Source: an optimization exercise on an open RTL-to-GDS flow (aim: small area, a short achievable clock period and few clock cycles). Production flows keep margins and buffers that such runs may drop. RTL that was checked went through simulation tests only; none was proved equivalent to the original. Power is estimated from default activity; no workload was simulated.

==> flow/design.v <==
module dekoder64
(
	input             clk,
	input             load,    
	input             phase,   
	input      [31:0] d,
	input      [31:0] s,       
	input      [7:0]  c1,      
	input      [7:0]  c2,
	input      [31:0] ky,
	output reg [31:0] x,
	output reg [31:0] d1
);
	function [31:0] addf;
		input [31:0] x, y;
		input        ci;
		reg   [31:0] g, p, p0;
		integer i, d;
		begin
			p0 = x ^ y;
			g  = x & y;
			p  = p0;
			g[0] = g[0] | (p[0] & ci);
			for (d = 1; d < 32; d = d * 2)
				for (i = 2*d - 1; i < 32; i = i + 2*d) begin
					g[i] = g[i] | (p[i] & g[i-d]);
					p[i] = p[i] & p[i-d];
				end
			for (d = 8; d >= 1; d = d / 2)
				for (i = 3*d - 1; i < 32; i = i + 2*d) begin
					g[i] = g[i] | (p[i] & g[i-d]);
					p[i] = p[i] & p[i-d];
				end
			addf = p0 ^ {g[30:0], ci};
		end
	endfunction
	reg [31:0] d2, d3, t;
	reg        ld, ph;
	reg  [7:0]  c1r;
	wire [31:0] kx = ph ? 32'h68756c6b : {16'h7468, c1r, c2};
	wire [31:0] f = addf(x << 4, kx, 1'b0) ^ addf(x, s, 1'b0) ^ addf(x >> 5, ky, 1'b0);
	always @(posedge clk) begin
		ld  <= load;
		ph  <= phase;
		c1r <= c1;
		t  <= f;
		d1 <= x;
		d2 <= d1;
		d3 <= d2;
		x  <= ld ? d : addf(d3, ~t, 1'b1);
	end
endmodule
module keygen
(
	input  [39:0] hi,     
	output [39:0] next,
	output        last    
);
	function [7:0] step;
		input [7:0] c;
		begin
			if (c == 8'd122)     step = 8'd32;
			else if (c == 8'd32) step = 8'd65;
			else                 step = c + 8'd1;
		end
	endfunction
	wire [4:0] sp;
	genvar i;
	generate for (i = 0; i < 5; i = i + 1) begin : g
		assign sp[i] = (hi[39-8*i -: 8] == 8'd32);
		if (i == 0) begin : g0
			assign next[39 -: 8] = step(hi[39 -: 8]);
		end else begin : gn
			assign next[39-8*i -: 8] = &sp[i-1:0] ? step(hi[39-8*i -: 8]) : hi[39-8*i -: 8];
		end
	end endgenerate
	assign last = &sp;
endmodule
module kombajn
(
	input              rst,
	input              clk,
	input              start,
	input      [63:0]  data,
	input      [47:0]  start_key,
	output reg         busy,
	output reg         found,
	output     [127:0] keyout
);
localparam P = 8;
localparam B = 2 * P;                  
localparam [31:0] MAGIC = 32'h25706466;
localparam [31:0] DELTA = 32'h9e3779b9;
localparam [31:0] SUM0  = 32'hc6ef3720;
localparam [31:0] K1    = 32'h20697320;
reg  [63:0] data_reg;
reg  [7:0]  c1_raw;        
reg  [39:0] hi;            
reg  [1:0]  blk;           
reg  [3:0]  so;            
reg         first;         
reg  [7:0]  cnt;
reg  [31:0] sum;
reg  [31:0] ky;            
reg  [31:0] d;             
reg  [47:0] kout;
wire [39:0] hi_next;
wire        hi_last;
keygen kg (.hi(hi), .next(hi_next), .last(hi_last));
assign keyout = {80'h68756c6b206973207468, kout};
wire [5:0] pos0 = (c1_raw == 8'd32) ? 6'd58 : c1_raw[5:0] - 6'd1;    
function [7:0] chr;
	input [5:0] pos;
	chr = (pos == 6'd58) ? 8'd32 : {2'b01, pos} + 8'd1;
endfunction
wire accept   = start & ~busy;
wire [7:0] cn = ~busy ? 8'd129 : (cnt == 8'd131) ? 8'd0 : cnt + 8'd1;    
wire load_n   = (cn == 8'd129) | (cn == 8'd130) | (cn == 8'd131) | (cn == 8'd0);
wire [B-1:0] match;
wire [B-1:0] valid;
wire [7:0]   c1 [0:B-1];
genvar i;
generate for (i = 0; i < P; i = i + 1) begin : lane
	wire [5:0] pa = {blk, i[2:0], 1'b0};
	assign c1[2*i]   = chr(pa);
	assign c1[2*i+1] = chr(pa | 6'd1);
	wire [31:0] x, d1;
	dekoder64 u (.clk(clk), .load(load_n), .phase(cn[1]), .d(d), .s(sum),
	             .c1(cn[0] ? c1[2*i+1] : c1[2*i]), .c2(hi[39:32]), .ky(ky),
	             .x(x), .d1(d1));
	assign match[2*i]   = (d1 == MAGIC);
	assign match[2*i+1] = (x == MAGIC);
	assign valid[2*i]   = (2*i >= so) && (pa <= 6'd58);
	assign valid[2*i+1] = (2*i+1 >= so) && (pa <= 6'd57);
end endgenerate
wire [B-1:0] hit = match & valid;
reg [7:0] hit_c1;
integer j;
always @(*) begin
	hit_c1 = c1[0];
	for (j = B - 1; j >= 0; j = j - 1)
		if (hit[j]) hit_c1 = c1[j];
end
wire eval     = busy & ~first & (cnt == 8'd129);
wire any_hit  = |hit;
wire last_blk = (blk == 2'd3);
wire finish   = eval & (any_hit | (hi_last & last_blk));
always @(posedge clk or posedge rst) begin
	if (rst) begin
		busy  <= 1'b0;
		found <= 1'b0;
	end else if (accept) begin
		busy  <= 1'b1;
		found <= 1'b0;
	end else if (finish) begin
		busy  <= 1'b0;
		found <= any_hit;
	end
end
always @(posedge clk) begin
	cnt <= cn;
	if (~busy) begin
		data_reg <= data;
		c1_raw   <= start_key[47:40];
		hi       <= start_key[39:0];
		first    <= 1'b1;
	end else if (cnt == 8'd129) begin
		if (first) begin
			blk   <= pos0[5:4];
			so    <= pos0[3:0];
			first <= 1'b0;
		end else begin
			so  <= 4'd0;
			blk <= blk + 2'd1;
			if (last_blk)
				hi <= hi_next;
		end
	end
	if (~busy)
		d <= data[31:0];
	else
		d <= (cn == 8'd129 || cn == 8'd130) ? data_reg[31:0] : data_reg[63:32];
	ky <= cn[1] ? K1 : hi[31:0];
	if (cnt == 8'd131)
		sum <= SUM0;
	else if (cnt[1:0] == 2'd3)
		sum <= sum - DELTA;
	if (finish & any_hit)
		kout <= {hit_c1, hi};
end
endmodule
clock: 8.0 ns
lec_check: 0
cap_margin: 20
core_margin: 2
core_utilization: 60
setup_slack_margin: 4.5
slew_margin: 20
run.sh (not shown) runs the stock make flow with config.mk's settings and CLKGATE_MAP_FILE= SYNTH_SCRIPT=/design/flow/synth_recipe.tcl, a recipe that flattens the netlist after the stock synthesis.
Next try:
--- a/flow/design.v
+++ b/flow/design.v
@@ -100,17 +100,17 @@
 reg  [3:0]  so;            
 reg         first;         
 reg  [7:0]  cnt;
 reg  [31:0] sum;
 reg  [31:0] ky;            
 reg  [31:0] d;             
-reg  [47:0] kout;
+reg  [7:0]  kc1;           
 wire [39:0] hi_next;
 wire        hi_last;
 keygen kg (.hi(hi), .next(hi_next), .last(hi_last));
-assign keyout = {80'h68756c6b206973207468, kout};
+assign keyout = {80'h68756c6b206973207468, kc1, hi};
 wire [5:0] pos0 = (c1_raw == 8'd32) ? 6'd58 : c1_raw[5:0] - 6'd1;    
 function [7:0] chr;
 	input [5:0] pos;
 	chr = (pos == 6'd58) ? 8'd32 : {2'b01, pos} + 8'd1;
 endfunction
 wire accept   = start & ~busy;
@@ -131,18 +131,18 @@
 	assign match[2*i]   = (d1 == MAGIC);
 	assign match[2*i+1] = (x == MAGIC);
 	assign valid[2*i]   = (2*i >= so) && (pa <= 6'd58);
 	assign valid[2*i+1] = (2*i+1 >= so) && (pa <= 6'd57);
 end endgenerate
 wire [B-1:0] hit = match & valid;
-reg [7:0] hit_c1;
+reg [3:0] hit_q;
 integer j;
 always @(*) begin
-	hit_c1 = c1[0];
+	hit_q = 4'd0;
 	for (j = B - 1; j >= 0; j = j - 1)
-		if (hit[j]) hit_c1 = c1[j];
+		if (hit[j]) hit_q = j;
 end
 wire eval     = busy & ~first & (cnt == 8'd129);
 wire any_hit  = |hit;
 wire last_blk = (blk == 2'd3);
 wire finish   = eval & (any_hit | (hi_last & last_blk));
 always @(posedge clk or posedge rst) begin
@@ -156,23 +156,24 @@
 		busy  <= 1'b0;
 		found <= any_hit;
 	end
 end
 always @(posedge clk) begin
 	cnt <= cn;
+	if (accept)
+		hi <= start_key[39:0];
 	if (~busy) begin
 		data_reg <= data;
 		c1_raw   <= start_key[47:40];
-		hi       <= start_key[39:0];
 		first    <= 1'b1;
 	end else if (cnt == 8'd129) begin
 		if (first) begin
 			blk   <= pos0[5:4];
 			so    <= pos0[3:0];
 			first <= 1'b0;
-		end else begin
+		end else if (~any_hit) begin
 			so  <= 4'd0;
 			blk <= blk + 2'd1;
 			if (last_blk)
 				hi <= hi_next;
 		end
 	end
@@ -183,9 +184,9 @@
 	ky <= cn[1] ? K1 : hi[31:0];
 	if (cnt == 8'd131)
 		sum <= SUM0;
 	else if (cnt[1:0] == 2'd3)
 		sum <= sum - DELTA;
 	if (finish & any_hit)
-		kout <= {hit_c1, hi};
+		kc1 <= chr({blk, hit_q});
 end
 endmodule
After rerunning:
- The new run completed without violations
- maximum frequency went down by a few percent
- wire length went up slightly
- sequential power increases by a quarter to a third
- synthesized cell count goes up slightly
- sequential share of layout area fell by 1.0 points
Testbench counts after the change, summed over its fixed seeds: cycles 109,024.
The RTL of the first run of this note was laid out without a check of its function.

==> static timing again, ports no longer ideal <==
No port has a modelled driver above. Below, the same layouts with a new extraction and two added sets of constraints.
Step 1, drivers: a clkbuf_16 drives clk and a buf_2 each remaining input, both assumed.
Step 2 adds t to the input delays and takes it off the output delays; t is the mean of the earliest and latest rising clock arrival at the registers after step 1. Input paths then give back, and output paths get back, about the clock's delay inside the block.
a / b / c = ideal / step 1 / step 2; a / b = the first two.
| run | t (ns) | slack for setup (ns) | worst setup path at the end | slew at the worst register clock pin (ns) | pins driven straight from the clock port |
|---|---|---|---|---|---|
| the first run | 0.885 | 3.991 / 3.991 / 3.991 | register to register | 0.07 / 0.07 | 1 |
| the second run | 0.899 | 3.786 / 3.786 / 3.786 | register to register | 0.07 / 0.07 | 1 |
After both steps every run listed still meets setup and hold.
